What follows belongs to an exercise in optimizing a design on an open flow for small area and a short achievable clock period; a production flow would make more cautious choices. At most, simulation tests tie the RTL to the original design; equivalence was not proved. No functional check of the RTL was part of run 1. Power figures rest on the tool's default switching activity, not on a simulated workload.

## flow/design.v (module list and top-level ports; edited modules follow where they fit)
// module FP32Mul_fa: 4 lines
// module FP32Mul_ha: 4 lines
// module FP32Mul_bsel: 3 lines
// module FP32Mul_add48: 261 lines
// module FP32Mul_shr: 90 lines
// module FP32Mul_lzc: 60 lines
// module FP32Multi: 1372 lines
module FP32Multi
(
    input         clk,
    input         input_valid,
    input [31:0]  x1,
    input [31:0]  x2,
    output [31:0] y,
    output reg    out_valid
);
  // ...
==> flow/flow/run.sh <==
#!/bin/bash
# Layout flow: the standard ORFS flow, with synthesis mapped by the ABC
# script in flow/abc.script (no ABC-side buffering/sizing; OpenROAD sizes
# the gates after placement) at a tighter ABC delay target.
set -euo pipefail
HERE=$(pwd)
ABC_D=${ABC_D:-$(cat flow/abc_d.txt 2>/dev/null || echo 3300)}
{
  cat <<'EOT'
proc abc {args} {
  set new {}
  set skip 0
  foreach a $args {
    if {$skip} { set skip 0; continue }
    if {$a eq "-script"} { lappend new -script $::env(MY_ABC_SCRIPT); set skip 1; continue }
    if {$a eq "-D"} { lappend new -D $::env(MY_ABC_D); set skip 1; continue }
    lappend new $a
  }
  puts "flow abc: $new"
  yosys abc {*}$new
}
EOT
  cat synth_recipe.tcl
} > my_synth.tcl
# optional extra ORFS settings
[ -f flow/env.sh ] && source flow/env.sh
export MY_ABC_SCRIPT=$HERE/flow/abc.script
export MY_ABC_D=$ABC_D
sed "s#SYNTH_SCRIPT=[^ ]*#SYNTH_SCRIPT=$HERE/my_synth.tcl#" standard.sh > my_standard.sh
bash my_standard.sh > flow_make.log 2>&1
==> flow/flow/abc.script <==
&get -n
&st
&dch
&nf -R 1000
&put
topo
stime -c
==> flow/flow/env.sh <==
export BUFFER_PORTS_ARGS="-buffer_cell sky130_fd_sc_hd__buf_1"
==> flow/standard.sh <==
#!/bin/bash
# synth_recipe.tcl (not shown) runs the flow's synth.tcl, then flattens the netlist and writes it again
# the make line also repeats each setting of config.mk as NAME=value (left out here)
make -C /OpenROAD-flow-scripts/flow DESIGN_CONFIG=/design/flow/config.mk WORK_HOME=/design/flow/orfs CLKGATE_MAP_FILE= SYNTH_SCRIPT=/design/flow/synth_recipe.tcl "${@:-finish}"
==> flow/config.mk <==
export PLATFORM = sky130hd
export DESIGN_NAME = FP32Multi
export DESIGN_NICKNAME = FP32Multi
export VERILOG_FILES = /design/flow/design.v
export SDC_FILE = /design/flow/constraint.sdc
export NUM_CORES = 4
export LEC_CHECK = 0
export CAP_MARGIN = 20
export CORE_MARGIN = 2
export CORE_UTILIZATION = 60
export PLACE_DENSITY = 0.72
export SETUP_SLACK_MARGIN = 5
export SLEW_MARGIN = 20
export SYNTH_HIERARCHICAL = 1
export TNS_END_PERCENT = 0
==> flow/constraint.sdc <==
create_clock -name core_clock -period 8.5 [get_ports {clk}]
set_input_delay 1.7000 -clock core_clock [delete_from_list [all_inputs] [get_ports {clk}]]
set_output_delay 1.7000 -clock core_clock [all_outputs]
set_load 0.01 [all_outputs]
==> flow_summary.yaml, run 1 <==
synthesis:
  synth_compound_area_share_pct: 16.4
  synth_top_area_cell: "dfxtp_1"
  synth_common_cells: "343 x xnor2_1, 293 x a22oi_1, 283 x dfxtp_1"
  syn_area_um2: 22700
  synth.top_cell.area_share_pct: 24.9
  syn_nets: 2638
  synthXorXnorAreaFrac_pct: 14.6
finish:
  largest_register_ffs: 48
  inverters: 82
  dominant_cells: "multi-input combinational cells"
  n_clock_buffer: 42
  utilization_pct: 68.7
  clk_share_pct: 4.14
  seq_cells: 283
worst_setup_path:
  rr_startpoint: "m1_1[4]$_DFF_P_"
  crit_chain: "buf_6, a22oi_1, xnor2_1, ha_1, fa_1, fa_1, fa_1, fa_1"
  path_class: "flip-flop to flip-flop"
  critPathMaxFanout: 20
  reg2reg_slack_ns: 4.84
  cp_slowest_stage_delay_ns: 0.62
  cp-startpoint: "m1_1[4]$_DFF_P_"
  path_depth: 8
  r2r_end: "sb_2[24]$_DFF_P_"
clock_network:
  htreeDepth: 1
  cts_setup_buffers: 16
  clk_pin_slew_ns: 0.06
  post_cts_resized: 67
  cts_tree: "built"
power_and_ir_drop:
  pwr-share-comb_pct: 65.9
  ir_drop_uv: 210
  finalPower_w: 0.0108
timing:
  skew_ns: 0.0211
  timing.final.max_slew_violations: 0
  finalCritPeriodShare_pct: 43.1
floorplanning:
  core.rowCount: 71
  die_y_um: 199
routing:
  wl_met2_mm: 30.5
  vias: 18700
global_routing:
  use_met3_pct: 10.7
  grt-busiest-layer: "met2"
status:
  status: "no timing/DRC/antenna violations"
==> module FP32Mul_shr, before the edit <==
module FP32Mul_shr (input [47:0] p, input [1:0] sh, output [39:0] w);
    wire l0_0 = sh[1] ? p[32] : p[0];
    wire l0_1 = sh[1] ? p[33] : p[1];
    wire l0_2 = sh[1] ? p[34] : p[2];
    wire l0_3 = sh[1] ? p[35] : p[3];
    wire l0_4 = sh[1] ? p[36] : p[4];
    wire l0_5 = sh[1] ? p[37] : p[5];
    wire l0_6 = sh[1] ? p[38] : p[6];
    wire l0_7 = sh[1] ? p[39] : p[7];
    wire l0_8 = sh[1] ? p[40] : p[8];
    wire l0_9 = sh[1] ? p[41] : p[9];
    wire l0_10 = sh[1] ? p[42] : p[10];
    wire l0_11 = sh[1] ? p[43] : p[11];
    wire l0_12 = sh[1] ? p[44] : p[12];
    wire l0_13 = sh[1] ? p[45] : p[13];
    wire l0_14 = sh[1] ? p[46] : p[14];
    wire l0_15 = sh[1] ? p[47] : p[15];
    wire l0_16 = ~sh[1] & p[16];
    wire l0_17 = ~sh[1] & p[17];
    wire l0_18 = ~sh[1] & p[18];
    wire l0_19 = ~sh[1] & p[19];
    wire l0_20 = ~sh[1] & p[20];
    wire l0_21 = ~sh[1] & p[21];
    wire l0_22 = ~sh[1] & p[22];
    wire l0_23 = ~sh[1] & p[23];
    wire l0_24 = ~sh[1] & p[24];
    wire l0_25 = ~sh[1] & p[25];
    wire l0_26 = ~sh[1] & p[26];
    wire l0_27 = ~sh[1] & p[27];
    wire l0_28 = ~sh[1] & p[28];
    wire l0_29 = ~sh[1] & p[29];
    wire l0_30 = ~sh[1] & p[30];
    wire l0_31 = ~sh[1] & p[31];
    wire l0_32 = ~sh[1] & p[32];
    wire l0_33 = ~sh[1] & p[33];
    wire l0_34 = ~sh[1] & p[34];
    wire l0_35 = ~sh[1] & p[35];
    wire l0_36 = ~sh[1] & p[36];
    wire l0_37 = ~sh[1] & p[37];
    wire l0_38 = ~sh[1] & p[38];
    wire l0_39 = ~sh[1] & p[39];
    wire l0_40 = ~sh[1] & p[40];
    wire l0_41 = ~sh[1] & p[41];
    wire l0_42 = ~sh[1] & p[42];
    wire l0_43 = ~sh[1] & p[43];
    wire l0_44 = ~sh[1] & p[44];
    wire l0_45 = ~sh[1] & p[45];
    wire l0_46 = ~sh[1] & p[46];
    wire l0_47 = ~sh[1] & p[47];
    assign w[0] = sh[0] ? l0_16 : l0_0;
    assign w[1] = sh[0] ? l0_17 : l0_1;
    assign w[2] = sh[0] ? l0_18 : l0_2;
    assign w[3] = sh[0] ? l0_19 : l0_3;
    assign w[4] = sh[0] ? l0_20 : l0_4;
    assign w[5] = sh[0] ? l0_21 : l0_5;
    assign w[6] = sh[0] ? l0_22 : l0_6;
    assign w[7] = sh[0] ? l0_23 : l0_7;
    assign w[8] = sh[0] ? l0_24 : l0_8;
    assign w[9] = sh[0] ? l0_25 : l0_9;
    assign w[10] = sh[0] ? l0_26 : l0_10;
    assign w[11] = sh[0] ? l0_27 : l0_11;
    assign w[12] = sh[0] ? l0_28 : l0_12;
    assign w[13] = sh[0] ? l0_29 : l0_13;
    assign w[14] = sh[0] ? l0_30 : l0_14;
    assign w[15] = sh[0] ? l0_31 : l0_15;
    assign w[16] = sh[0] ? l0_32 : l0_16;
    assign w[17] = sh[0] ? l0_33 : l0_17;
    assign w[18] = sh[0] ? l0_34 : l0_18;
    assign w[19] = sh[0] ? l0_35 : l0_19;
    assign w[20] = sh[0] ? l0_36 : l0_20;
    assign w[21] = sh[0] ? l0_37 : l0_21;
    assign w[22] = sh[0] ? l0_38 : l0_22;
    assign w[23] = sh[0] ? l0_39 : l0_23;
    assign w[24] = sh[0] ? l0_40 : l0_24;
    assign w[25] = sh[0] ? l0_41 : l0_25;
    assign w[26] = sh[0] ? l0_42 : l0_26;
    assign w[27] = sh[0] ? l0_43 : l0_27;
    assign w[28] = sh[0] ? l0_44 : l0_28;
    assign w[29] = sh[0] ? l0_45 : l0_29;
    assign w[30] = sh[0] ? l0_46 : l0_30;
    assign w[31] = sh[0] ? l0_47 : l0_31;
    assign w[32] = ~sh[0] & l0_32;
    assign w[33] = ~sh[0] & l0_33;
    assign w[34] = ~sh[0] & l0_34;
    assign w[35] = ~sh[0] & l0_35;
    assign w[36] = ~sh[0] & l0_36;
    assign w[37] = ~sh[0] & l0_37;
    assign w[38] = ~sh[0] & l0_38;
    assign w[39] = ~sh[0] & l0_39;
endmodule
==> run 2: changes to the inputs <==
--- a/flow/design.v
+++ b/flow/design.v
@@ -5,19 +5,19 @@
 endmodule
 module FP32Mul_ha (input a, input b, output s, output co);
     assign s  = a ^ b;
     assign co = a & b;
 endmodule
 module FP32Mul_bsel (input one, input two, input neg, input a1, input a0, output p);
     assign p = ((one & a1) | (two & a0)) ^ neg;
 endmodule
-module FP32Mul_add48 (input [47:0] a, input [47:0] b, output [47:0] s);
-    wire [47:0] p0 = a ^ b;
-    wire [47:0] g0 = a & b;
+module FP32Mul_add (input [42:0] a, input [42:0] b, output [42:0] s);
+    wire [42:0] p0 = a ^ b;
+    wire [42:0] g0 = a & b;
     wire G1 = g0[1] | (p0[1] & g0[0]);
     wire G2 = g0[3] | (p0[3] & g0[2]);
     wire P2 = p0[3] & p0[2];
     wire G3 = g0[5] | (p0[5] & g0[4]);
     wire P3 = p0[5] & p0[4];
     wire G4 = g0[7] | (p0[7] & g0[6]);
     wire P4 = p0[7] & p0[6];
     wire G5 = g0[9] | (p0[9] & g0[8]);
@@ -49,322 +49,342 @@
     wire G18 = g0[35] | (p0[35] & g0[34]);
     wire P18 = p0[35] & p0[34];
     wire G19 = g0[37] | (p0[37] & g0[36]);
     wire P19 = p0[37] & p0[36];
     wire G20 = g0[39] | (p0[39] & g0[38]);
     wire P20 = p0[39] & p0[38];
     wire G21 = g0[41] | (p0[41] & g0[40]);
     wire P21 = p0[41] & p0[40];
-    wire G22 = g0[43] | (p0[43] & g0[42]);
-    wire P22 = p0[43] & p0[42];
-    wire G23 = g0[45] | (p0[45] & g0[44]);
-    wire P23 = p0[45] & p0[44];
-    wire G24 = g0[47] | (p0[47] & g0[46]);
-    wire P24 = p0[47] & p0[46];
-    wire G25 = g0[2] | (p0[2] & G1);
-    wire G26 = G2 | (P2 & G1);
-    wire G27 = g0[6] | (p0[6] & G3);
-    wire P27 = p0[6] & P3;
-    wire G28 = G4 | (P4 & G3);
-    wire P28 = P4 & P3;
-    wire G29 = g0[10] | (p0[10] & G5);
-    wire P29 = p0[10] & P5;
-    wire G30 = G6 | (P6 & G5);
-    wire P30 = P6 & P5;
-    wire G31 = g0[14] | (p0[14] & G7);
-    wire P31 = p0[14] & P7;
-    wire G32 = G8 | (P8 & G7);
-    wire P32 = P8 & P7;
-    wire G33 = g0[18] | (p0[18] & G9);
-    wire P33 = p0[18] & P9;
-    wire G34 = G10 | (P10 & G9);
-    wire P34 = P10 & P9;
-    wire G35 = g0[22] | (p0[22] & G11);
-    wire P35 = p0[22] & P11;
-    wire G36 = G12 | (P12 & G11);
-    wire P36 = P12 & P11;
-    wire G37 = g0[26] | (p0[26] & G13);
-    wire P37 = p0[26] & P13;
-    wire G38 = G14 | (P14 & G13);
-    wire P38 = P14 & P13;
-    wire G39 = g0[30] | (p0[30] & G15);
-    wire P39 = p0[30] & P15;
-    wire G40 = G16 | (P16 & G15);
-    wire P40 = P16 & P15;
-    wire G41 = g0[34] | (p0[34] & G17);
-    wire P41 = p0[34] & P17;
-    wire G42 = G18 | (P18 & G17);
-    wire P42 = P18 & P17;
-    wire G43 = g0[38] | (p0[38] & G19);
-    wire P43 = p0[38] & P19;
-    wire G44 = G20 | (P20 & G19);
-    wire P44 = P20 & P19;
-    wire G45 = g0[42] | (p0[42] & G21);
-    wire P45 = p0[42] & P21;
-    wire G46 = G22 | (P22 & G21);
-    wire P46 = P22 & P21;
-    wire G47 = g0[46] | (p0[46] & G23);
-    wire P47 = p0[46] & P23;
-    wire G48 = G24 | (P24 & G23);
-    wire P48 = P24 & P23;
-    wire G49 = g0[4] | (p0[4] & G26);
-    wire G50 = G3 | (P3 & G26);
-    wire G51 = G27 | (P27 & G26);
-    wire G52 = G28 | (P28 & G26);
-    wire G53 = g0[12] | (p0[12] & G30);
-    wire P53 = p0[12] & P30;
-    wire G54 = G7 | (P7 & G30);
-    wire P54 = P7 & P30;
-    wire G55 = G31 | (P31 & G30);
-    wire P55 = P31 & P30;
-    wire G56 = G32 | (P32 & G30);
-    wire P56 = P32 & P30;
-    wire G57 = g0[20] | (p0[20] & G34);
-    wire P57 = p0[20] & P34;
-    wire G58 = G11 | (P11 & G34);
-    wire P58 = P11 & P34;
-    wire G59 = G35 | (P35 & G34);
-    wire P59 = P35 & P34;
-    wire G60 = G36 | (P36 & G34);
-    wire P60 = P36 & P34;
-    wire G61 = g0[28] | (p0[28] & G38);
-    wire P61 = p0[28] & P38;
-    wire G62 = G15 | (P15 & G38);
-    wire P62 = P15 & P38;
-    wire G63 = G39 | (P39 & G38);
-    wire P63 = P39 & P38;
-    wire G64 = G40 | (P40 & G38);
-    wire P64 = P40 & P38;
-    wire G65 = g0[36] | (p0[36] & G42);
-    wire P65 = p0[36] & P42;
-    wire G66 = G19 | (P19 & G42);
-    wire P66 = P19 & P42;
-    wire G67 = G43 | (P43 & G42);
-    wire P67 = P43 & P42;
-    wire G68 = G44 | (P44 & G42);
-    wire P68 = P44 & P42;
-    wire G69 = g0[44] | (p0[44] & G46);
-    wire P69 = p0[44] & P46;
-    wire G70 = G23 | (P23 & G46);
-    wire P70 = P23 & P46;
-    wire G71 = G47 | (P47 & G46);
-    wire P71 = P47 & P46;
-    wire G72 = G48 | (P48 & G46);
-    wire P72 = P48 & P46;
-    wire G73 = g0[8] | (p0[8] & G52);
-    wire G74 = G5 | (P5 & G52);
-    wire G75 = G29 | (P29 & G52);
-    wire G76 = G30 | (P30 & G52);
-    wire G77 = G53 | (P53 & G52);
-    wire G78 = G54 | (P54 & G52);
-    wire G79 = G55 | (P55 & G52);
-    wire G80 = G56 | (P56 & G52);
-    wire G81 = g0[24] | (p0[24] & G60);
-    wire P81 = p0[24] & P60;
-    wire G82 = G13 | (P13 & G60);
-    wire P82 = P13 & P60;
-    wire G83 = G37 | (P37 & G60);
-    wire P83 = P37 & P60;
-    wire G84 = G38 | (P38 & G60);
-    wire P84 = P38 & P60;
-    wire G85 = G61 | (P61 & G60);
-    wire P85 = P61 & P60;
-    wire G86 = G62 | (P62 & G60);
-    wire P86 = P62 & P60;
-    wire G87 = G63 | (P63 & G60);
-    wire P87 = P63 & P60;
-    wire G88 = G64 | (P64 & G60);
-    wire P88 = P64 & P60;
-    wire G89 = g0[40] | (p0[40] & G68);
-    wire P89 = p0[40] & P68;
-    wire G90 = G21 | (P21 & G68);
-    wire P90 = P21 & P68;
-    wire G91 = G45 | (P45 & G68);
-    wire P91 = P45 & P68;
-    wire G92 = G46 | (P46 & G68);
-    wire P92 = P46 & P68;
-    wire G93 = G69 | (P69 & G68);
-    wire P93 = P69 & P68;
-    wire G94 = G70 | (P70 & G68);
-    wire P94 = P70 & P68;
-    wire G95 = G71 | (P71 & G68);
-    wire P95 = P71 & P68;
-    wire G96 = G72 | (P72 & G68);
-    wire P96 = P72 & P68;
-    wire G97 = g0[16] | (p0[16] & G80);
-    wire G98 = G9 | (P9 & G80);
-    wire G99 = G33 | (P33 & G80);
-    wire G100 = G34 | (P34 & G80);
-    wire G101 = G57 | (P57 & G80);
-    wire G102 = G58 | (P58 & G80);
-    wire G103 = G59 | (P59 & G80);
-    wire G104 = G60 | (P60 & G80);
-    wire G105 = G81 | (P81 & G80);
-    wire G106 = G82 | (P82 & G80);
-    wire G107 = G83 | (P83 & G80);
-    wire G108 = G84 | (P84 & G80);
-    wire G109 = G85 | (P85 & G80);
-    wire G110 = G86 | (P86 & G80);
-    wire G111 = G87 | (P87 & G80);
-    wire G112 = G88 | (P88 & G80);
-    wire G113 = g0[32] | (p0[32] & G112);
-    wire G114 = G17 | (P17 & G112);
-    wire G115 = G41 | (P41 & G112);
-    wire G116 = G42 | (P42 & G112);
-    wire G117 = G65 | (P65 & G112);
-    wire G118 = G66 | (P66 & G112);
-    wire G119 = G67 | (P67 & G112);
-    wire G120 = G68 | (P68 & G112);
-    wire G121 = G89 | (P89 & G112);
-    wire G122 = G90 | (P90 & G112);
-    wire G123 = G91 | (P91 & G112);
-    wire G124 = G92 | (P92 & G112);
-    wire G125 = G93 | (P93 & G112);
-    wire G126 = G94 | (P94 & G112);
-    wire G127 = G95 | (P95 & G112);
-    wire G128 = G96 | (P96 & G112);
+    wire G22 = g0[2] | (p0[2] & G1);
+    wire G23 = G2 | (P2 & G1);
+    wire G24 = g0[6] | (p0[6] & G3);
+    wire P24 = p0[6] & P3;
+    wire G25 = G4 | (P4 & G3);
+    wire P25 = P4 & P3;
+    wire G26 = g0[10] | (p0[10] & G5);
+    wire P26 = p0[10] & P5;
+    wire G27 = G6 | (P6 & G5);
+    wire P27 = P6 & P5;
+    wire G28 = g0[14] | (p0[14] & G7);
+    wire P28 = p0[14] & P7;
+    wire G29 = G8 | (P8 & G7);
+    wire P29 = P8 & P7;
+    wire G30 = g0[18] | (p0[18] & G9);
+    wire P30 = p0[18] & P9;
+    wire G31 = G10 | (P10 & G9);
+    wire P31 = P10 & P9;
+    wire G32 = g0[22] | (p0[22] & G11);
+    wire P32 = p0[22] & P11;
+    wire G33 = G12 | (P12 & G11);
+    wire P33 = P12 & P11;
+    wire G34 = g0[26] | (p0[26] & G13);
+    wire P34 = p0[26] & P13;
+    wire G35 = G14 | (P14 & G13);
+    wire P35 = P14 & P13;
+    wire G36 = g0[30] | (p0[30] & G15);
+    wire P36 = p0[30] & P15;
+    wire G37 = G16 | (P16 & G15);
+    wire P37 = P16 & P15;
+    wire G38 = g0[34] | (p0[34] & G17);
+    wire P38 = p0[34] & P17;
+    wire G39 = G18 | (P18 & G17);
+    wire P39 = P18 & P17;
+    wire G40 = g0[38] | (p0[38] & G19);
+    wire P40 = p0[38] & P19;
+    wire G41 = G20 | (P20 & G19);
+    wire P41 = P20 & P19;
+    wire G42 = g0[42] | (p0[42] & G21);
+    wire P42 = p0[42] & P21;
+    wire G43 = g0[4] | (p0[4] & G23);
+    wire G44 = G3 | (P3 & G23);
+    wire G45 = G24 | (P24 & G23);
+    wire G46 = G25 | (P25 & G23);
+    wire G47 = g0[12] | (p0[12] & G27);
+    wire P47 = p0[12] & P27;
+    wire G48 = G7 | (P7 & G27);
+    wire P48 = P7 & P27;
+    wire G49 = G28 | (P28 & G27);
+    wire P49 = P28 & P27;
+    wire G50 = G29 | (P29 & G27);
+    wire P50 = P29 & P27;
+    wire G51 = g0[20] | (p0[20] & G31);
+    wire P51 = p0[20] & P31;
+    wire G52 = G11 | (P11 & G31);
+    wire P52 = P11 & P31;
+    wire G53 = G32 | (P32 & G31);
+    wire P53 = P32 & P31;
+    wire G54 = G33 | (P33 & G31);
+    wire P54 = P33 & P31;
+    wire G55 = g0[28] | (p0[28] & G35);
+    wire P55 = p0[28] & P35;
+    wire G56 = G15 | (P15 & G35);
+    wire P56 = P15 & P35;
+    wire G57 = G36 | (P36 & G35);
+    wire P57 = P36 & P35;
+    wire G58 = G37 | (P37 & G35);
+    wire P58 = P37 & P35;
+    wire G59 = g0[36] | (p0[36] & G39);
+    wire P59 = p0[36] & P39;
+    wire G60 = G19 | (P19 & G39);
+    wire P60 = P19 & P39;
+    wire G61 = G40 | (P40 & G39);
+    wire P61 = P40 & P39;
+    wire G62 = G41 | (P41 & G39);
+    wire P62 = P41 & P39;
+    wire G63 = g0[8] | (p0[8] & G46);
+    wire G64 = G5 | (P5 & G46);
+    wire G65 = G26 | (P26 & G46);
+    wire G66 = G27 | (P27 & G46);
+    wire G67 = G47 | (P47 & G46);
+    wire G68 = G48 | (P48 & G46);
+    wire G69 = G49 | (P49 & G46);
+    wire G70 = G50 | (P50 & G46);
+    wire G71 = g0[24] | (p0[24] & G54);
+    wire P71 = p0[24] & P54;
+    wire G72 = G13 | (P13 & G54);
+    wire P72 = P13 & P54;
+    wire G73 = G34 | (P34 & G54);
+    wire P73 = P34 & P54;
+    wire G74 = G35 | (P35 & G54);
+    wire P74 = P35 & P54;
+    wire G75 = G55 | (P55 & G54);
+    wire P75 = P55 & P54;
+    wire G76 = G56 | (P56 & G54);
+    wire P76 = P56 & P54;
+    wire G77 = G57 | (P57 & G54);
+    wire P77 = P57 & P54;
+    wire G78 = G58 | (P58 & G54);
+    wire P78 = P58 & P54;
+    wire G79 = g0[40] | (p0[40] & G62);
+    wire P79 = p0[40] & P62;
+    wire G80 = G21 | (P21 & G62);
+    wire P80 = P21 & P62;
+    wire G81 = G42 | (P42 & G62);
+    wire P81 = P42 & P62;
+    wire G82 = g0[16] | (p0[16] & G70);
+    wire G83 = G9 | (P9 & G70);
+    wire G84 = G30 | (P30 & G70);
+    wire G85 = G31 | (P31 & G70);
+    wire G86 = G51 | (P51 & G70);
+    wire G87 = G52 | (P52 & G70);
+    wire G88 = G53 | (P53 & G70);
+    wire G89 = G54 | (P54 & G70);
+    wire G90 = G71 | (P71 & G70);
+    wire G91 = G72 | (P72 & G70);
+    wire G92 = G73 | (P73 & G70);
+    wire G93 = G74 | (P74 & G70);
+    wire G94 = G75 | (P75 & G70);
+    wire G95 = G76 | (P76 & G70);
+    wire G96 = G77 | (P77 & G70);
+    wire G97 = G78 | (P78 & G70);
+    wire G98 = g0[32] | (p0[32] & G97);
+    wire G99 = G17 | (P17 & G97);
+    wire G100 = G38 | (P38 & G97);
+    wire G101 = G39 | (P39 & G97);
+    wire G102 = G59 | (P59 & G97);
+    wire G103 = G60 | (P60 & G97);
+    wire G104 = G61 | (P61 & G97);
+    wire G105 = G62 | (P62 & G97);
+    wire G106 = G79 | (P79 & G97);
+    wire G107 = G80 | (P80 & G97);
+    wire G108 = G81 | (P81 & G97);
     assign s[0] = p0[0];
     assign s[1] = p0[1] ^ g0[0];
     assign s[2] = p0[2] ^ G1;
-    assign s[3] = p0[3] ^ G25;
-    assign s[4] = p0[4] ^ G26;
-    assign s[5] = p0[5] ^ G49;
-    assign s[6] = p0[6] ^ G50;
-    assign s[7] = p0[7] ^ G51;
-    assign s[8] = p0[8] ^ G52;
-    assign s[9] = p0[9] ^ G73;
-    assign s[10] = p0[10] ^ G74;
-    assign s[11] = p0[11] ^ G75;
-    assign s[12] = p0[12] ^ G76;
-    assign s[13] = p0[13] ^ G77;
-    assign s[14] = p0[14] ^ G78;
-    assign s[15] = p0[15] ^ G79;
-    assign s[16] = p0[16] ^ G80;
-    assign s[17] = p0[17] ^ G97;
-    assign s[18] = p0[18] ^ G98;
-    assign s[19] = p0[19] ^ G99;
-    assign s[20] = p0[20] ^ G100;
-    assign s[21] = p0[21] ^ G101;
-    assign s[22] = p0[22] ^ G102;
-    assign s[23] = p0[23] ^ G103;
-    assign s[24] = p0[24] ^ G104;
-    assign s[25] = p0[25] ^ G105;
-    assign s[26] = p0[26] ^ G106;
-    assign s[27] = p0[27] ^ G107;
-    assign s[28] = p0[28] ^ G108;
-    assign s[29] = p0[29] ^ G109;
-    assign s[30] = p0[30] ^ G110;
-    assign s[31] = p0[31] ^ G111;
-    assign s[32] = p0[32] ^ G112;
-    assign s[33] = p0[33] ^ G113;
-    assign s[34] = p0[34] ^ G114;
-    assign s[35] = p0[35] ^ G115;
-    assign s[36] = p0[36] ^ G116;
-    assign s[37] = p0[37] ^ G117;
-    assign s[38] = p0[38] ^ G118;
-    assign s[39] = p0[39] ^ G119;
-    assign s[40] = p0[40] ^ G120;
-    assign s[41] = p0[41] ^ G121;
-    assign s[42] = p0[42] ^ G122;
-    assign s[43] = p0[43] ^ G123;
-    assign s[44] = p0[44] ^ G124;
-    assign s[45] = p0[45] ^ G125;
-    assign s[46] = p0[46] ^ G126;
-    assign s[47] = p0[47] ^ G127;
+    assign s[3] = p0[3] ^ G22;
+    assign s[4] = p0[4] ^ G23;
+    assign s[5] = p0[5] ^ G43;
+    assign s[6] = p0[6] ^ G44;
+    assign s[7] = p0[7] ^ G45;
+    assign s[8] = p0[8] ^ G46;
+    assign s[9] = p0[9] ^ G63;
+    assign s[10] = p0[10] ^ G64;
+    assign s[11] = p0[11] ^ G65;
+    assign s[12] = p0[12] ^ G66;
+    assign s[13] = p0[13] ^ G67;
+    assign s[14] = p0[14] ^ G68;
+    assign s[15] = p0[15] ^ G69;
+    assign s[16] = p0[16] ^ G70;
+    assign s[17] = p0[17] ^ G82;
+    assign s[18] = p0[18] ^ G83;
+    assign s[19] = p0[19] ^ G84;
+    assign s[20] = p0[20] ^ G85;
+    assign s[21] = p0[21] ^ G86;
+    assign s[22] = p0[22] ^ G87;
+    assign s[23] = p0[23] ^ G88;
+    assign s[24] = p0[24] ^ G89;
+    assign s[25] = p0[25] ^ G90;
+    assign s[26] = p0[26] ^ G91;
+    assign s[27] = p0[27] ^ G92;
+    assign s[28] = p0[28] ^ G93;
+    assign s[29] = p0[29] ^ G94;
+    assign s[30] = p0[30] ^ G95;
+    assign s[31] = p0[31] ^ G96;
+    assign s[32] = p0[32] ^ G97;
+    assign s[33] = p0[33] ^ G98;
+    assign s[34] = p0[34] ^ G99;
+    assign s[35] = p0[35] ^ G100;
+    assign s[36] = p0[36] ^ G101;
+    assign s[37] = p0[37] ^ G102;
+    assign s[38] = p0[38] ^ G103;
+    assign s[39] = p0[39] ^ G104;
+    assign s[40] = p0[40] ^ G105;
+    assign s[41] = p0[41] ^ G106;
+    assign s[42] = p0[42] ^ G107;
 endmodule
-module FP32Mul_shr (input [47:0] p, input [1:0] sh, output [39:0] w);
-    wire l0_0 = sh[1] ? p[32] : p[0];
-    wire l0_1 = sh[1] ? p[33] : p[1];
-    wire l0_2 = sh[1] ? p[34] : p[2];
-    wire l0_3 = sh[1] ? p[35] : p[3];
-    wire l0_4 = sh[1] ? p[36] : p[4];
-    wire l0_5 = sh[1] ? p[37] : p[5];
-    wire l0_6 = sh[1] ? p[38] : p[6];
-    wire l0_7 = sh[1] ? p[39] : p[7];
-    wire l0_8 = sh[1] ? p[40] : p[8];
-    wire l0_9 = sh[1] ? p[41] : p[9];
-    wire l0_10 = sh[1] ? p[42] : p[10];
-    wire l0_11 = sh[1] ? p[43] : p[11];
-    wire l0_12 = sh[1] ? p[44] : p[12];
-    wire l0_13 = sh[1] ? p[45] : p[13];
-    wire l0_14 = sh[1] ? p[46] : p[14];
-    wire l0_15 = sh[1] ? p[47] : p[15];
-    wire l0_16 = ~sh[1] & p[16];
-    wire l0_17 = ~sh[1] & p[17];
-    wire l0_18 = ~sh[1] & p[18];
-    wire l0_19 = ~sh[1] & p[19];
-    wire l0_20 = ~sh[1] & p[20];
-    wire l0_21 = ~sh[1] & p[21];
-    wire l0_22 = ~sh[1] & p[22];
-    wire l0_23 = ~sh[1] & p[23];
-    wire l0_24 = ~sh[1] & p[24];
-    wire l0_25 = ~sh[1] & p[25];
-    wire l0_26 = ~sh[1] & p[26];
-    wire l0_27 = ~sh[1] & p[27];
-    wire l0_28 = ~sh[1] & p[28];
-    wire l0_29 = ~sh[1] & p[29];
-    wire l0_30 = ~sh[1] & p[30];
-    wire l0_31 = ~sh[1] & p[31];
-    wire l0_32 = ~sh[1] & p[32];
-    wire l0_33 = ~sh[1] & p[33];
-    wire l0_34 = ~sh[1] & p[34];
-    wire l0_35 = ~sh[1] & p[35];
-    wire l0_36 = ~sh[1] & p[36];
-    wire l0_37 = ~sh[1] & p[37];
-    wire l0_38 = ~sh[1] & p[38];
-    wire l0_39 = ~sh[1] & p[39];
-    wire l0_40 = ~sh[1] & p[40];
-    wire l0_41 = ~sh[1] & p[41];
-    wire l0_42 = ~sh[1] & p[42];
-    wire l0_43 = ~sh[1] & p[43];
-    wire l0_44 = ~sh[1] & p[44];
-    wire l0_45 = ~sh[1] & p[45];
-    wire l0_46 = ~sh[1] & p[46];
-    wire l0_47 = ~sh[1] & p[47];
-    assign w[0] = sh[0] ? l0_16 : l0_0;
-    assign w[1] = sh[0] ? l0_17 : l0_1;
-    assign w[2] = sh[0] ? l0_18 : l0_2;
-    assign w[3] = sh[0] ? l0_19 : l0_3;
-    assign w[4] = sh[0] ? l0_20 : l0_4;
-    assign w[5] = sh[0] ? l0_21 : l0_5;
-    assign w[6] = sh[0] ? l0_22 : l0_6;
-    assign w[7] = sh[0] ? l0_23 : l0_7;
-    assign w[8] = sh[0] ? l0_24 : l0_8;
-    assign w[9] = sh[0] ? l0_25 : l0_9;
-    assign w[10] = sh[0] ? l0_26 : l0_10;
-    assign w[11] = sh[0] ? l0_27 : l0_11;
-    assign w[12] = sh[0] ? l0_28 : l0_12;
-    assign w[13] = sh[0] ? l0_29 : l0_13;
-    assign w[14] = sh[0] ? l0_30 : l0_14;
-    assign w[15] = sh[0] ? l0_31 : l0_15;
-    assign w[16] = sh[0] ? l0_32 : l0_16;
-    assign w[17] = sh[0] ? l0_33 : l0_17;
-    assign w[18] = sh[0] ? l0_34 : l0_18;
-    assign w[19] = sh[0] ? l0_35 : l0_19;
-    assign w[20] = sh[0] ? l0_36 : l0_20;
-    assign w[21] = sh[0] ? l0_37 : l0_21;
-    assign w[22] = sh[0] ? l0_38 : l0_22;
-    assign w[23] = sh[0] ? l0_39 : l0_23;
-    assign w[24] = sh[0] ? l0_40 : l0_24;
-    assign w[25] = sh[0] ? l0_41 : l0_25;
-    assign w[26] = sh[0] ? l0_42 : l0_26;
-    assign w[27] = sh[0] ? l0_43 : l0_27;
-    assign w[28] = sh[0] ? l0_44 : l0_28;
-    assign w[29] = sh[0] ? l0_45 : l0_29;
-    assign w[30] = sh[0] ? l0_46 : l0_30;
-    assign w[31] = sh[0] ? l0_47 : l0_31;
-    assign w[32] = ~sh[0] & l0_32;
-    assign w[33] = ~sh[0] & l0_33;
-    assign w[34] = ~sh[0] & l0_34;
-    assign w[35] = ~sh[0] & l0_35;
-    assign w[36] = ~sh[0] & l0_36;
-    assign w[37] = ~sh[0] & l0_37;
-    assign w[38] = ~sh[0] & l0_38;
-    assign w[39] = ~sh[0] & l0_39;
+module FP32Mul_shr (input [47:0] p, input [3:0] sh, output [27:0] w);
+    wire l0_0 = sh[3] ? p[32] : p[0];
+    wire l0_1 = sh[3] ? p[33] : p[1];
+    wire l0_2 = sh[3] ? p[34] : p[2];
+    wire l0_3 = sh[3] ? p[35] : p[3];
+    wire l0_4 = sh[3] ? p[36] : p[4];
+    wire l0_5 = sh[3] ? p[37] : p[5];
+    wire l0_6 = sh[3] ? p[38] : p[6];
+    wire l0_7 = sh[3] ? p[39] : p[7];
+    wire l0_8 = sh[3] ? p[40] : p[8];
+    wire l0_9 = sh[3] ? p[41] : p[9];
+    wire l0_10 = sh[3] ? p[42] : p[10];
+    wire l0_11 = sh[3] ? p[43] : p[11];
+    wire l0_12 = sh[3] ? p[44] : p[12];
+    wire l0_13 = sh[3] ? p[45] : p[13];
+    wire l0_14 = sh[3] ? p[46] : p[14];
+    wire l0_15 = sh[3] ? p[47] : p[15];
+    wire l0_16 = ~sh[3] & p[16];
+    wire l0_17 = ~sh[3] & p[17];
+    wire l0_18 = ~sh[3] & p[18];
+    wire l0_19 = ~sh[3] & p[19];
+    wire l0_20 = ~sh[3] & p[20];
+    wire l0_21 = ~sh[3] & p[21];
+    wire l0_22 = ~sh[3] & p[22];
+    wire l0_23 = ~sh[3] & p[23];
+    wire l0_24 = ~sh[3] & p[24];
+    wire l0_25 = ~sh[3] & p[25];
+    wire l0_26 = ~sh[3] & p[26];
+    wire l0_27 = ~sh[3] & p[27];
+    wire l0_28 = ~sh[3] & p[28];
+    wire l0_29 = ~sh[3] & p[29];
+    wire l0_30 = ~sh[3] & p[30];
+    wire l0_31 = ~sh[3] & p[31];
+    wire l0_32 = ~sh[3] & p[32];
+    wire l0_33 = ~sh[3] & p[33];
+    wire l0_34 = ~sh[3] & p[34];
+    wire l0_35 = ~sh[3] & p[35];
+    wire l0_36 = ~sh[3] & p[36];
+    wire l0_37 = ~sh[3] & p[37];
+    wire l0_38 = ~sh[3] & p[38];
+    wire l0_39 = ~sh[3] & p[39];
+    wire l0_40 = ~sh[3] & p[40];
+    wire l0_41 = ~sh[3] & p[41];
+    wire l0_42 = ~sh[3] & p[42];
+    wire l0_43 = ~sh[3] & p[43];
+    wire l0_44 = ~sh[3] & p[44];
+    wire l0_45 = ~sh[3] & p[45];
+    wire l0_46 = ~sh[3] & p[46];
+    wire l0_47 = ~sh[3] & p[47];
+    wire l1_0 = sh[2] ? l0_16 : l0_0;
+    wire l1_1 = sh[2] ? l0_17 : l0_1;
+    wire l1_2 = sh[2] ? l0_18 : l0_2;
+    wire l1_3 = sh[2] ? l0_19 : l0_3;
+    wire l1_4 = sh[2] ? l0_20 : l0_4;
+    wire l1_5 = sh[2] ? l0_21 : l0_5;
+    wire l1_6 = sh[2] ? l0_22 : l0_6;
+    wire l1_7 = sh[2] ? l0_23 : l0_7;
+    wire l1_8 = sh[2] ? l0_24 : l0_8;
+    wire l1_9 = sh[2] ? l0_25 : l0_9;
+    wire l1_10 = sh[2] ? l0_26 : l0_10;
+    wire l1_11 = sh[2] ? l0_27 : l0_11;
+    wire l1_12 = sh[2] ? l0_28 : l0_12;
+    wire l1_13 = sh[2] ? l0_29 : l0_13;
+    wire l1_14 = sh[2] ? l0_30 : l0_14;
+    wire l1_15 = sh[2] ? l0_31 : l0_15;
+    wire l1_16 = sh[2] ? l0_32 : l0_16;
+    wire l1_17 = sh[2] ? l0_33 : l0_17;
+    wire l1_18 = sh[2] ? l0_34 : l0_18;
+    wire l1_19 = sh[2] ? l0_35 : l0_19;
+    wire l1_20 = sh[2] ? l0_36 : l0_20;
+    wire l1_21 = sh[2] ? l0_37 : l0_21;
+    wire l1_22 = sh[2] ? l0_38 : l0_22;
+    wire l1_23 = sh[2] ? l0_39 : l0_23;
+    wire l1_24 = sh[2] ? l0_40 : l0_24;
+    wire l1_25 = sh[2] ? l0_41 : l0_25;
+    wire l1_26 = sh[2] ? l0_42 : l0_26;
+    wire l1_27 = sh[2] ? l0_43 : l0_27;
+    wire l1_28 = sh[2] ? l0_44 : l0_28;
+    wire l1_29 = sh[2] ? l0_45 : l0_29;
+    wire l1_30 = sh[2] ? l0_46 : l0_30;
+    wire l1_31 = sh[2] ? l0_47 : l0_31;
+    wire l1_32 = ~sh[2] & l0_32;
+    wire l1_33 = ~sh[2] & l0_33;
+    wire l1_34 = ~sh[2] & l0_34;
+    wire l1_35 = ~sh[2] & l0_35;
+    wire l1_36 = ~sh[2] & l0_36;
+    wire l1_37 = ~sh[2] & l0_37;
+    wire l1_38 = ~sh[2] & l0_38;
+    wire l1_39 = ~sh[2] & l0_39;
+    wire l2_0 = sh[1] ? l1_8 : l1_0;
+    wire l2_1 = sh[1] ? l1_9 : l1_1;
+    wire l2_2 = sh[1] ? l1_10 : l1_2;
+    wire l2_3 = sh[1] ? l1_11 : l1_3;
+    wire l2_4 = sh[1] ? l1_12 : l1_4;
+    wire l2_5 = sh[1] ? l1_13 : l1_5;
+    wire l2_6 = sh[1] ? l1_14 : l1_6;
+    wire l2_7 = sh[1] ? l1_15 : l1_7;
+    wire l2_8 = sh[1] ? l1_16 : l1_8;
+    wire l2_9 = sh[1] ? l1_17 : l1_9;
+    wire l2_10 = sh[1] ? l1_18 : l1_10;
+    wire l2_11 = sh[1] ? l1_19 : l1_11;
+    wire l2_12 = sh[1] ? l1_20 : l1_12;
+    wire l2_13 = sh[1] ? l1_21 : l1_13;
+    wire l2_14 = sh[1] ? l1_22 : l1_14;
+    wire l2_15 = sh[1] ? l1_23 : l1_15;
+    wire l2_16 = sh[1] ? l1_24 : l1_16;
+    wire l2_17 = sh[1] ? l1_25 : l1_17;
+    wire l2_18 = sh[1] ? l1_26 : l1_18;
+    wire l2_19 = sh[1] ? l1_27 : l1_19;
+    wire l2_20 = sh[1] ? l1_28 : l1_20;
+    wire l2_21 = sh[1] ? l1_29 : l1_21;
+    wire l2_22 = sh[1] ? l1_30 : l1_22;
+    wire l2_23 = sh[1] ? l1_31 : l1_23;
+    wire l2_24 = sh[1] ? l1_32 : l1_24;
+    wire l2_25 = sh[1] ? l1_33 : l1_25;
+    wire l2_26 = sh[1] ? l1_34 : l1_26;
+    wire l2_27 = sh[1] ? l1_35 : l1_27;
+    wire l2_28 = sh[1] ? l1_36 : l1_28;
+    wire l2_29 = sh[1] ? l1_37 : l1_29;
+    wire l2_30 = sh[1] ? l1_38 : l1_30;
+    wire l2_31 = sh[1] ? l1_39 : l1_31;
+    assign w[0] = sh[0] ? l2_4 : l2_0;
+    assign w[1] = sh[0] ? l2_5 : l2_1;
+    assign w[2] = sh[0] ? l2_6 : l2_2;
+    assign w[3] = sh[0] ? l2_7 : l2_3;
+    assign w[4] = sh[0] ? l2_8 : l2_4;
+    assign w[5] = sh[0] ? l2_9 : l2_5;
+    assign w[6] = sh[0] ? l2_10 : l2_6;
+    assign w[7] = sh[0] ? l2_11 : l2_7;
+    assign w[8] = sh[0] ? l2_12 : l2_8;
+    assign w[9] = sh[0] ? l2_13 : l2_9;
+    assign w[10] = sh[0] ? l2_14 : l2_10;
+    assign w[11] = sh[0] ? l2_15 : l2_11;
+    assign w[12] = sh[0] ? l2_16 : l2_12;
+    assign w[13] = sh[0] ? l2_17 : l2_13;
+    assign w[14] = sh[0] ? l2_18 : l2_14;
+    assign w[15] = sh[0] ? l2_19 : l2_15;
+    assign w[16] = sh[0] ? l2_20 : l2_16;
+    assign w[17] = sh[0] ? l2_21 : l2_17;
+    assign w[18] = sh[0] ? l2_22 : l2_18;
+    assign w[19] = sh[0] ? l2_23 : l2_19;
+    assign w[20] = sh[0] ? l2_24 : l2_20;
+    assign w[21] = sh[0] ? l2_25 : l2_21;
+    assign w[22] = sh[0] ? l2_26 : l2_22;
+    assign w[23] = sh[0] ? l2_27 : l2_23;
+    assign w[24] = sh[0] ? l2_28 : l2_24;
+    assign w[25] = sh[0] ? l2_29 : l2_25;
+    assign w[26] = sh[0] ? l2_30 : l2_26;
+    assign w[27] = sh[0] ? l2_31 : l2_27;
 endmodule
 module FP32Mul_lzc (input [22:0] f, output [4:0] lz);
     wire v0_0 = 1'b0 | f[22];
     wire v0_1 = f[21] | f[20];
     wire v0_2 = f[19] | f[18];
     wire v0_3 = f[17] | f[16];
     wire v0_4 = f[15] | f[14];
     wire v0_5 = f[13] | f[12];
@@ -1718,72 +1738,84 @@
     wire s935, c936;
     FP32Mul_fa u_s935 (.a(c762), .b(s845), .c(c844), .s(s935), .co(c936));
     wire s937, c938;
     FP32Mul_fa u_s937 (.a(c764), .b(c846), .c(s847), .s(s937), .co(c938));
     wire s939, c940;
     FP32Mul_fa u_s939 (.a(p324), .b(s849), .c(c848), .s(s939), .co(c940));
     wire s941, c942;
     FP32Mul_fa u_s941 (.a(p326), .b(p350), .c(c850), .s(s941), .co(c942));
-    wire [47:0] sa_1 = {c940, c938, c936, c934, c932, c930, c928, c926, c924, c922, c920, c918, c916, c914, c912, c910, c908, c906, c904, c902, c900, c898, c896, c894, c892, c890, c888, c886, c884, c882, c880, c878, c876, c874, c872, c870, c868, c866, c864, c862, c860, c858, c856, c854, c852, p30, p2, p26};
-    wire [47:0] sb_1 = {s941, s939, s937, s935, s933, s931, s929, s927, s925, s923, s921, s919, s917, s915, s913, s911, s909, s907, s905, s903, s901, s899, s897, s895, s893, s891, s889, s887, s885, s883, s881, s879, s877, s875, s873, s871, s869, s867, s865, s863, s861, s859, s857, s855, s853, s851, 1'b0, p1};
+    wire s943, c944;
+    FP32Mul_ha u_s943 (.a(p26), .b(p1), .s(s943), .co(c944));
+    wire s945, c946;
+    FP32Mul_ha u_s945 (.a(p2), .b(c944), .s(s945), .co(c946));
+    wire s947, c948;
+    FP32Mul_fa u_s947 (.a(p30), .b(s851), .c(c946), .s(s947), .co(c948));
+    wire s949, c950;
+    FP32Mul_fa u_s949 (.a(c852), .b(s853), .c(c948), .s(s949), .co(c950));
+    wire s951, c952;
+    FP32Mul_fa u_s951 (.a(c854), .b(s855), .c(c950), .s(s951), .co(c952));
+    wire s953, c954;
+    FP32Mul_fa u_s953 (.a(c856), .b(s857), .c(c952), .s(s953), .co(c954));
+    wire [41:0] sa_1 = {c940, c938, c936, c934, c932, c930, c928, c926, c924, c922, c920, c918, c916, c914, c912, c910, c908, c906, c904, c902, c900, c898, c896, c894, c892, c890, c888, c886, c884, c882, c880, c878, c876, c874, c872, c870, c868, c866, c864, c862, c860, c858};
+    wire [41:0] sb_1 = {s941, s939, s937, s935, s933, s931, s929, s927, s925, s923, s921, s919, s917, s915, s913, s911, s909, s907, s905, s903, s901, s899, s897, s895, s893, s891, s889, s887, s885, s883, s881, s879, s877, s875, s873, s871, s869, s867, s865, s863, s861, s859};
+    wire [5:0] plo_1 = {s953, s951, s949, s947, s945, s943};
+    wire cin_1 = c954;
 wire [8:0]  es_f   = es_1 + {8'd0, ~m1_1[23] | ~top_1};
 wire [9:0]  d      = {1'b0, es_f} + 10'd64 - {5'b0, lz_1};
 wire        sub_sel = ~inf_1 & (zero_1 | (d <= 10'd191));
 wire [9:0]  shs    = 10'd150 - {1'b0, es_f};
 wire [5:0]  sh     = sub_sel ? ((|shs[9:6]) ? 6'd63 : shs[5:0]) : (6'd23 - {1'b0, lz_1});
-wire        ovf0   = inf_1 | (~sub_sel & (d >= 10'd445));
-wire        ovf1   = inf_1 | (~sub_sel & (d >= 10'd446));
+wire        big    = inf_1 | (~sub_sel & (d >= 10'd446));
 wire [7:0]  dm     = d[7:0] - 8'd190;
 wire [7:0]  ex     = sub_sel ? {7'd0, d == 10'd191} : dm;
-reg [47:0] sa_2, sb_2;
+reg [42-1:0] sa_2, sb_2;
+reg [6-1:0] plo_2;
+reg        cin_2;
 reg [5:0]  sh_2;
 reg [7:0]  ex_2;
-reg        sub_2, ovf0_2, ovf1_2, s_2, v_2;
+reg        big_2, s_2, v_2;
 always @(posedge clk) begin
     sa_2   <= sa_1;
     sb_2   <= sb_1;
+    plo_2  <= plo_1;
+    cin_2  <= cin_1;
     sh_2   <= sh;
     ex_2   <= ex;
-    sub_2  <= sub_sel;
-    ovf0_2 <= ovf0;
-    ovf1_2 <= ovf1;
+    big_2  <= big;
     s_2    <= s_1;
     v_2    <= v_1;
 end
-wire [47:0] p;
-wire [39:0] w16;
-FP32Mul_add48 u_add (.a(sa_2), .b(sb_2), .s(p));
-FP32Mul_shr   u_shr (.p(p), .sh(sh_2[5:4]), .w(w16));
-reg [39:0] w16_3;
-reg [3:0]  shl_3;
+wire [42:0] phi;
+wire [47:0] p = {phi[42:1], plo_2};
+wire [27:0] w4;
+FP32Mul_add   u_add (.a({sa_2, cin_2}), .b({sb_2, cin_2}), .s(phi));
+FP32Mul_shr   u_shr (.p(p), .sh(sh_2[5:2]), .w(w4));
+reg [27:0] w4_3;
+reg [1:0]  shl_3;
 reg [7:0]  ex_3;
-reg        sub_3, ovf0_3, ovf1_3, s_3, v_3;
+reg        big_3, s_3, v_3;
 always @(posedge clk) begin
-    w16_3  <= w16;
-    shl_3  <= sh_2[3:0];
+    w4_3   <= w4;
+    shl_3  <= sh_2[1:0];
     ex_3   <= ex_2;
-    sub_3  <= sub_2;
-    ovf0_3 <= ovf0_2;
-    ovf1_3 <= ovf1_2;
+    big_3  <= big_2;
     s_3    <= s_2;
     v_3    <= v_2;
 end
-wire [31:0] w8_3 = shl_3[3] ? w16_3[39:8] : w16_3[31:0];
-wire [27:0] w4_3 = shl_3[2] ? w8_3[31:4]  : w8_3[27:0];
-wire [25:0] w2_3 = shl_3[1] ? w4_3[27:2]  : w4_3[25:0];
-wire [24:0] w_3  = shl_3[0] ? w2_3[25:1]  : w2_3[24:0];
+wire [25:0] w2_3 = shl_3[1] ? w4_3[27:2] : w4_3[25:0];
+wire [24:0] w_3  = shl_3[0] ? w2_3[25:1] : w2_3[24:0];
 wire        n = ~w_3[24];
 reg  [7:0]  ey;
 reg  [22:0] fy;
 always @* begin
-    if (sub_3) begin
+    if (~big_3 & ~|ex_3[7:1]) begin
         ey = {7'd0, ex_3[0] & w_3[24]};
         fy = w_3[23:1];
-    end else if (n ? ovf1_3 : ovf0_3) begin
+    end else if (big_3 | (~n & (&ex_3))) begin
         ey = 8'hff;
         fy = 23'd0;
     end else begin
         ey = n ? ex_3 - 8'd1 : ex_3;
         fy = n ? w_3[22:0] : w_3[23:1];
     end
 end
 reg [31:0] y_4;
==> flow/flow/abc.script (replaced) <==
&get -n
&st
&dch
&nf
&st
&syn2
&if -g -K 6
&synch2
&nf
&st
&syn2
&if -g -K 6
&synch2
&nf
&st
&syn2
&if -g -K 6
&synch2
&nf
&put
topo
stime -c
==> run 2 against run 1 <==
  * Register-to-register slack worse by 0.14 ns
  * Area after synthesis fell by 0.55%
  * Routed wire length is 3.6% higher
  * Total power rose by 0.37%
  * Via count grew 3.0%
  * Synthesized cell count is 1.6% lower
  * Sequential share of layout area down 1.5 points
  * Fmax decreased by 3.7%
  * Global-route usage is 0.98 points higher
  * Largest power group unchanged
  * Highest routed layer unchanged
==> flow_summary.yaml, run 2 <==
worst_setup_path:
  path_buf_inv: 1
  critPathMaxFanout: 25
  cp_slowest_stage_delay_ns: 0.57
  path_class: "flip-flop to flip-flop"
  cp.arrival_ns: 4.24
  crit_chain: "buf_4, a22oi_1, xnor2_1, fa_1, fa_1, fa_1, fa_1, fa_1"
  cp-start-kind: "flip-flop"
  cp.required_ns: 8.94
  critPathCaptureType: "flip-flop"
  path_common_cell: "fa_1"
  reg2reg_slack_ns: 4.69
  worst_path_max_delay_cell: "fa_1"
  critPathTopFamily: "adder cells"
synthesis:
  synth_compound_area_share_pct: 16.7
  async_flop_share_pct: 0
  syn_avg_cell_area_um2: 10.5
  synth_top_family_by_area: "adder cells"
  syn_inst: 2149
  synth_top_area_cell: "fa_1"
  synth.most_common_cell: "xnor2_1"
  synth.area.mux_share_pct: 4.75
  syn_nets: 2605
  synth_common_cells: "349 x xnor2_1, 278 x a22oi_1, 270 x fa_1"
  synth_area_leaders: "fa_1 24%, dfxtp_1 23%, xnor2_1 14%"
  synthXorXnorAreaFrac_pct: 14.3
  synth-simple-area-share_pct: 8.99
  ys.flop_type: "dfxtp_1"
  synthAdderAreaFrac_pct: 30.6
  ys_seq_elements: 261
  synth.top_cell.area_share_pct: 23.9
  ys_warn_count: 7
  syn_area_um2: 22600
  ys_seq_area_share_pct: 23.1
  synth_edf_count: 0
  synth_cell_types: 54
timing:
  finalCritPeriodShare_pct: 44.8
  tightest_slew_ns: 0.805
  grt_setup_unrepaired: "true"
  timing.final.max_slew_violations: 0
  relSlewSlack_pct: 46.2
  fin_crit_ns: 3.81
  max_freq_ghz: 0.263
  skew_ns: 0.0156
  worst_slack_ns: 4.69
  setup_viol: 0
  hold_viol: 0
  fin_setup_tns_ns: 0
  hold_ws_ns: 0.311
clock_network:
  cts-root-buf: "clkbuf_16"
  cts_sinks: 261
  cts_made_buffers: 28
  insertion_delay_ns: 0.58
  postCtsHoldBufs: 0
  clk_pin_slew_ns: 0.06
  cts_tree: "built"
  htreeDepth: 1
  ctsLongestPathBuffers: 3
routing:
  drcViolationCount: 0
  ant_nets: 0
  drt-total-wl_mm: 70.2
  drt_iter0_markers: 2123
  via_per_inst: 6.66
  first_pass_iters: 8
  wl_per_cell_um: 24.3
  vias: 19200
global_routing:
  first_global_vias: 19700
  grt_first_pass_wirelength_mm: 108
  antenna_found_initial: 2
  grt_usage_pct: 35.8
  overflow: 0
  grt_max_degree: 48
floorplanning:
  die_w_um: 198
  die_y_um: 198
  core.rowCount: 71
  ios: 99
  design.core.area_um2: 37400
  initial_utilization_pct: 60.4
  die-area_um2: 39200
placed_design:
  gp_congestion: 0.916
  place_hpwl_mm: 46.3
  port_buffers: 98
  pre_cts_ws_ns: 4.04
finish:
  reg_top3: "sa_2 (42), sb_2 (42), y_4 (32)"
  mostFrequentLayoutCell: "xnor2_1"
  synthToLayoutAreaGrowth_pct: 12.4
  nets: 2808
  layout_common_cells: "347 x xnor2_1, 278 x a22oi_1, 268 x fa_1"
  drive_gt1_share_pct: 8.60
  utilization_pct: 68.0
power_and_ir_drop:
  powerDensity_nw_per_um2: 425
  finalPower_w: 0.0108
  power.leakage_nw: 9.50
  ir_drop_uv: 273
job:
  drv_cap: 0
status:
  status: "no timing/DRC/antenna violations"
min_path:
  worstHoldPathType: "flip-flop to flip-flop"
[run 2: layout make-up]
| class | count | area [um2] |
|---|---|---|
| antenna | 2 | 5.00 |
| clock buffer | 36 | 791 |
| clock inverter | 14 | 165 |
| fill | 2949 | 12000 |
| inverter | 95 | 360 |
| multi-input combinational | 1793 | 17200 |
| sequential | 261 | 5280 |
| tap | 511 | 639 |
| timing repair buffer | 173 | 938 |
[run 2: path summary, 6_finish.rpt]
path	endpoint	cells past startpoint	start
setup / recovery	sb_2[16]$_DFF_P_	8	m1_1[16]$_DFF_P_
setup reg to reg	sb_2[16]$_DFF_P_	8	m1_1[16]$_DFF_P_
hold / removal	ex_3[5]$_DFF_P_	0	ex_2[5]$_SDFF_PN0_
hold reg to reg	ex_3[5]$_DFF_P_	0	ex_2[5]$_SDFF_PN0_
[run 2: cells by family (layout without fill, tap and decap cells)]
group / count (synthesis) / after routing
buffers and inverters: 95 / 318
DFF: 261 / 261
adders and majority gates: 390 / 390
muxes: 72 / 72
and+or+nand+nor: 416 / 416
other: 0 / 2
AOI/OAI and AO/OA: 546 / 546
xor gates and xnor gates: 369 / 369
[run 2: through the flow]
stage	instance area, um2	instances
after CTS	25300	2881
after floorplan	22600	2149
after global routing	25400	2883
after detailed placement	24100	2816
after global placement	24100	2816
final	25400	2885
[run 2: modules after synthesis, one instance, submodules excluded]
module / flops+latches / area, um2
FP32Multi: 261 / 8940
FP32Mul_fa: 0 / 20.0
FP32Mul_lzc: 0 / 241
FP32Mul_bsel: 0 / 16.3
FP32Mul_shr: 0 / 1320
FP32Mul_ha: 0 / 12.5
FP32Mul_add: 0 / 1750
[run 2: routing by layer]
metal	part of all wire, %	up-vias	global-route usage (%)
li1	-	8192	-
met5	0	-	0.766
met3	13	352	11.4
met4	5.8	0	18.8
met2	44	1380	56.5
met1	37	9303	44.0
[run 2: what timing repair did]
item,in CTS,in global routing
resized for setup,54,12
pin swaps,15,9
setup buffers,15,2
hold endpoints to repair,0,0
setup endpoints to repair,80,77
[run 2: power by group]
| group | switching, W | internal (W) | total (W) |
|---|---|---|---|
| Sequential | 0.000266 | 0.00178 | 0.00205 |
| Combinational | 0.00428 | 0.00323 | 0.00751 |
| Clock | 0.000518 | 0.000722 | 0.00124 |
| Total | 0.00506 | 0.00573 | 0.0108 |
==> run 3: changes to the inputs <==
==> flow/flow/abc.script (replaced) <==
&get -n
&st
&dch
&nf -R 1000
&put
topo
stime -c
==> run 3 against run 2 <==
  * Critical endpoint is now sa_2[25]$_DFF_P_
  * Final cell count fell by 1.5%
  * Largest power group unchanged
  * Critical path depth did not move
  * Utilization rose by 2.7 points
  * Sequential share of layout area fell by 0.12 points
  * Non-clock buffer count rose by 9
  * Register-to-register slack improved by 0.26 ns
  * First-iteration DRC count rose by 10%
  * Total power rose by 0.66%
  * Largest cell class unchanged
  * Synthesized cell count fell by 0.70%
  * Routed wire length rose by 0.30%
  * Clock-buffer cell count fell by 2
  * Sequential power barely moved
==> flow_summary.yaml, run 3 <==
timing:
  setup_viol: 0
  fin_crit_ns: 3.54
  max_freq_ghz: 0.282
  skew_ns: 0.0283
  fin_setup_tns_ns: 0
  worst_slack_ns: 4.96
  hold_viol: 0
  timing.final.max_slew_violations: 0
  grt_setup_unrepaired: "true"
  relSlewSlack_pct: 38.8
  tightest_slew_ns: 0.914
  finalCritPeriodShare_pct: 41.7
floorplanning:
  die_y_um: 195
  die_w_um: 195
  initial_utilization_pct: 60.5
  die-area_um2: 38200
  ios: 99
  design.core.area_um2: 36300
  core.rowCount: 70
worst_setup_path:
  path_common_cell: "fa_1"
  cp_slowest_stage_delay_ns: 0.64
  cp-start-kind: "flip-flop"
  cp.required_ns: 8.96
  critPathMaxFanout: 25
  cp.arrival_ns: 4.00
  worst_path_max_delay_cell: "fa_1"
  path_buf_inv: 1
  critPathTopFamily: "adder cells"
  path_class: "flip-flop to flip-flop"
  critPathCaptureType: "flip-flop"
  crit_chain: "buf_6, a22oi_1, xnor2_1, fa_1, fa_1, fa_1, fa_1, fa_1"
global_routing:
  first_global_vias: 18900
  overflow: 0
  grt_max_degree: 51
  grt_first_pass_wirelength_mm: 105
  antenna_found_initial: 2
  grt_usage_pct: 35.5
clock_network:
  insertion_delay_ns: 0.60
  clk_pin_slew_ns: 0.06
  ctsLongestPathBuffers: 3
  cts-root-buf: "clkbuf_16"
  cts_sinks: 261
  cts_made_buffers: 29
  htreeDepth: 1
  cts_tree: "built"
finish:
  mostFrequentLayoutCell: "xnor2_1"
  utilization_pct: 70.7
  drive_gt1_share_pct: 10.4
  postLayoutCellArea_um2: 25700
  synthToLayoutAreaGrowth_pct: 16.8
  layout_common_cells: "334 x xnor2_1, 273 x a22oi_1, 264 x fa_1"
  antenna_cells: 0
  reg_top3: "sa_2 (42), sb_2 (42), y_4 (32)"
  nets: 2807
synthesis:
  syn_nets: 2590
  ys_seq_elements: 261
  synth.most_common_cell: "xnor2_1"
  synth_common_cells: "338 x xnor2_1, 276 x a22oi_1, 270 x fa_1"
  async_flop_share_pct: 0
  syn_inst: 2134
  synth_edf_count: 0
  synth.top_cell.area_share_pct: 24.6
  ys.flop_type: "dfxtp_1"
  syn_avg_cell_area_um2: 10.3
  synth_cell_types: 45
  syn_area_um2: 22000
  synth_area_leaders: "fa_1 25%, dfxtp_1 24%, xnor2_1 13%"
  ys_seq_area_share_pct: 23.8
  synth_top_area_cell: "fa_1"
  ys_warn_count: 7
power_and_ir_drop:
  powerDensity_nw_per_um2: 423
  finalPower_w: 0.0109
  power.leakage_nw: 9.70
  ir_drop_uv: 198
status:
  status: "no timing/DRC/antenna violations"
routing:
  ant_nets: 0
  via_per_inst: 6.59
  vias: 18700
  first_pass_iters: 7
  wl_per_cell_um: 24.8
  drt_iter0_markers: 2339
  drt-total-wl_mm: 70.4
  drcViolationCount: 0
placed_design:
  dpl_cell_area_um2: 23400
  place_hpwl_mm: 45.2
  pre_cts_ws_ns: 4.35
  gp_congestion: 0.947
  port_buffers: 98
min_path:
  worstHoldPathType: "flip-flop to flip-flop"
job:
  drv_cap: 0
==> run 3: final cells by class <==
type / count / area, um2
multi-input cells: 1787 / 16900
flip-flops and latches: 261 / 5310
clock inverters: 20 / 248
clock buffers: 34 / 774
fillers: 2731 / 10600
well taps: 468 / 586
inverters: 90 / 338
repair buffers: 182 / 1500
==> run 3: metal layers <==
layer  vias up  global-route usage, %  part of all wire [%]
met5         -                      0                 0.033
met4         4                   14.6                   4.8
met3       272                   10.4                    13
met2      1311                   56.1                    44
met1      9063                   45.8                    38
li1       8070                      -                     -
==> run 3: per-module statistics from Yosys (local to each module, per instance) <==
module	times used	cells	area [um2]	flops+latches
FP32Mul_shr	1	205	1070	0
FP32Mul_fa	262	1	20.0	0
FP32Mul_bsel	276	2	16.3	0
FP32Mul_lzc	2	42	213	0
FP32Mul_ha	30	1	12.5	0
FP32Mul_add	1	225	1650	0
FP32Multi	1	776	8740	261
==> run 3: cells by family after synthesis <==
group	Yosys count	synth area share, %
AO/OA/AOI/OAI	562	16.9
AND/OR/NAND/NOR	402	8.81
adder cells (fa/ha/maj)	390	31.4
XOR/XNOR	366	14.6
flip-flops	261	23.8
buffers and inverters	90	1.54
multiplexers	63	3.00
==> run 3: repair_timing <==
| item | CTS | global route |
|---|---|---|
| pin swaps | 11 | 34 |
| hold buffers | 0 | 0 |
| resized for setup | 65 | 152 |
| setup endpoints to repair | 86 | 74 |
| hold endpoints to repair | 0 | 0 |
| buffers inserted | 13 | 16 |
| cloned | 2 | 5 |
==> run 3: path summary, 6_finish.rpt <==
| path | slack [ns] | cells after the start | end | from |
|---|---|---|---|---|
| setup / recovery | 4.96 | 8 | sa_2[25]$_DFF_P_ | m1_1[15]$_DFF_P_ |
| hold / removal | 0.33 | 0 | ex_3[5]$_DFF_P_ | ex_2[5]$_SDFF_PN0_ |
| setup reg to reg | 4.96 | 8 | sa_2[25]$_DFF_P_ | m1_1[15]$_DFF_P_ |
| hold reg to reg | 0.33 | 0 | ex_3[5]$_DFF_P_ | ex_2[5]$_SDFF_PN0_ |
==> run 3: per-stage QoR <==
stage / hold slack [ns] / cells
after CTS: 0.326 / 2821
final: 0.327 / 2842
after global routing: 0.328 / 2842
after detailed placement: 0.312 / 2752
after floorplan: 0.310 / 2134
after global placement: 0.313 / 2752
==> run 3: power breakdown <==
group / internal, W / switching [W] / leakage [nW]
combinational: 0.00317 / 0.00431 / 7.00
clock: 0.000785 / 0.000546 / 0.500
sequential: 0.00180 / 0.000255 / 2.20
==> run 3: worst register-to-register path, stage by stage, from the launching register on <==
cell and delay [ns]:
dfxtp_1 0.32, buf_6 0.31, a22oi_1 0.18, xnor2_1 0.20, fa_1 0.64, fa_1 0.46
fa_1 0.41, fa_1 0.48, fa_1 0.43

[re-timing with driven ports]
No port has a modelled driver above. Below, the same layouts with a new extraction and two added sets of constraints.
Step 1: set_driving_cell puts a clkbuf_16 on clk and a buf_2 on each other input, an assumption about the parent block.
Step 2 also shifts input and output timing later by t, the mid clock arrival at the registers, as if the neighbouring blocks saw the same clock.
Slacks: ideal / step 1 / step 2; pairs: ideal / step 1.
| run | shift t [ns] | slack for setup (ns) | slew at the worst register clock pin (ns) |
|---|---|---|---|
| run 1 | 0.645 | 4.835 / 4.835 / 4.835 | 0.07 / 0.07 |
| run 2 | 0.633 | 4.694 / 4.694 / 4.694 | 0.07 / 0.07 |
| run 3 | 0.640 | 4.955 / 4.955 / 4.762 | 0.07 / 0.07 |
After both steps setup and hold are still met in every run listed. The setup slack of run 3, which loses most, moves by 0.000 ns with the drivers and by -0.193 ns with both steps.
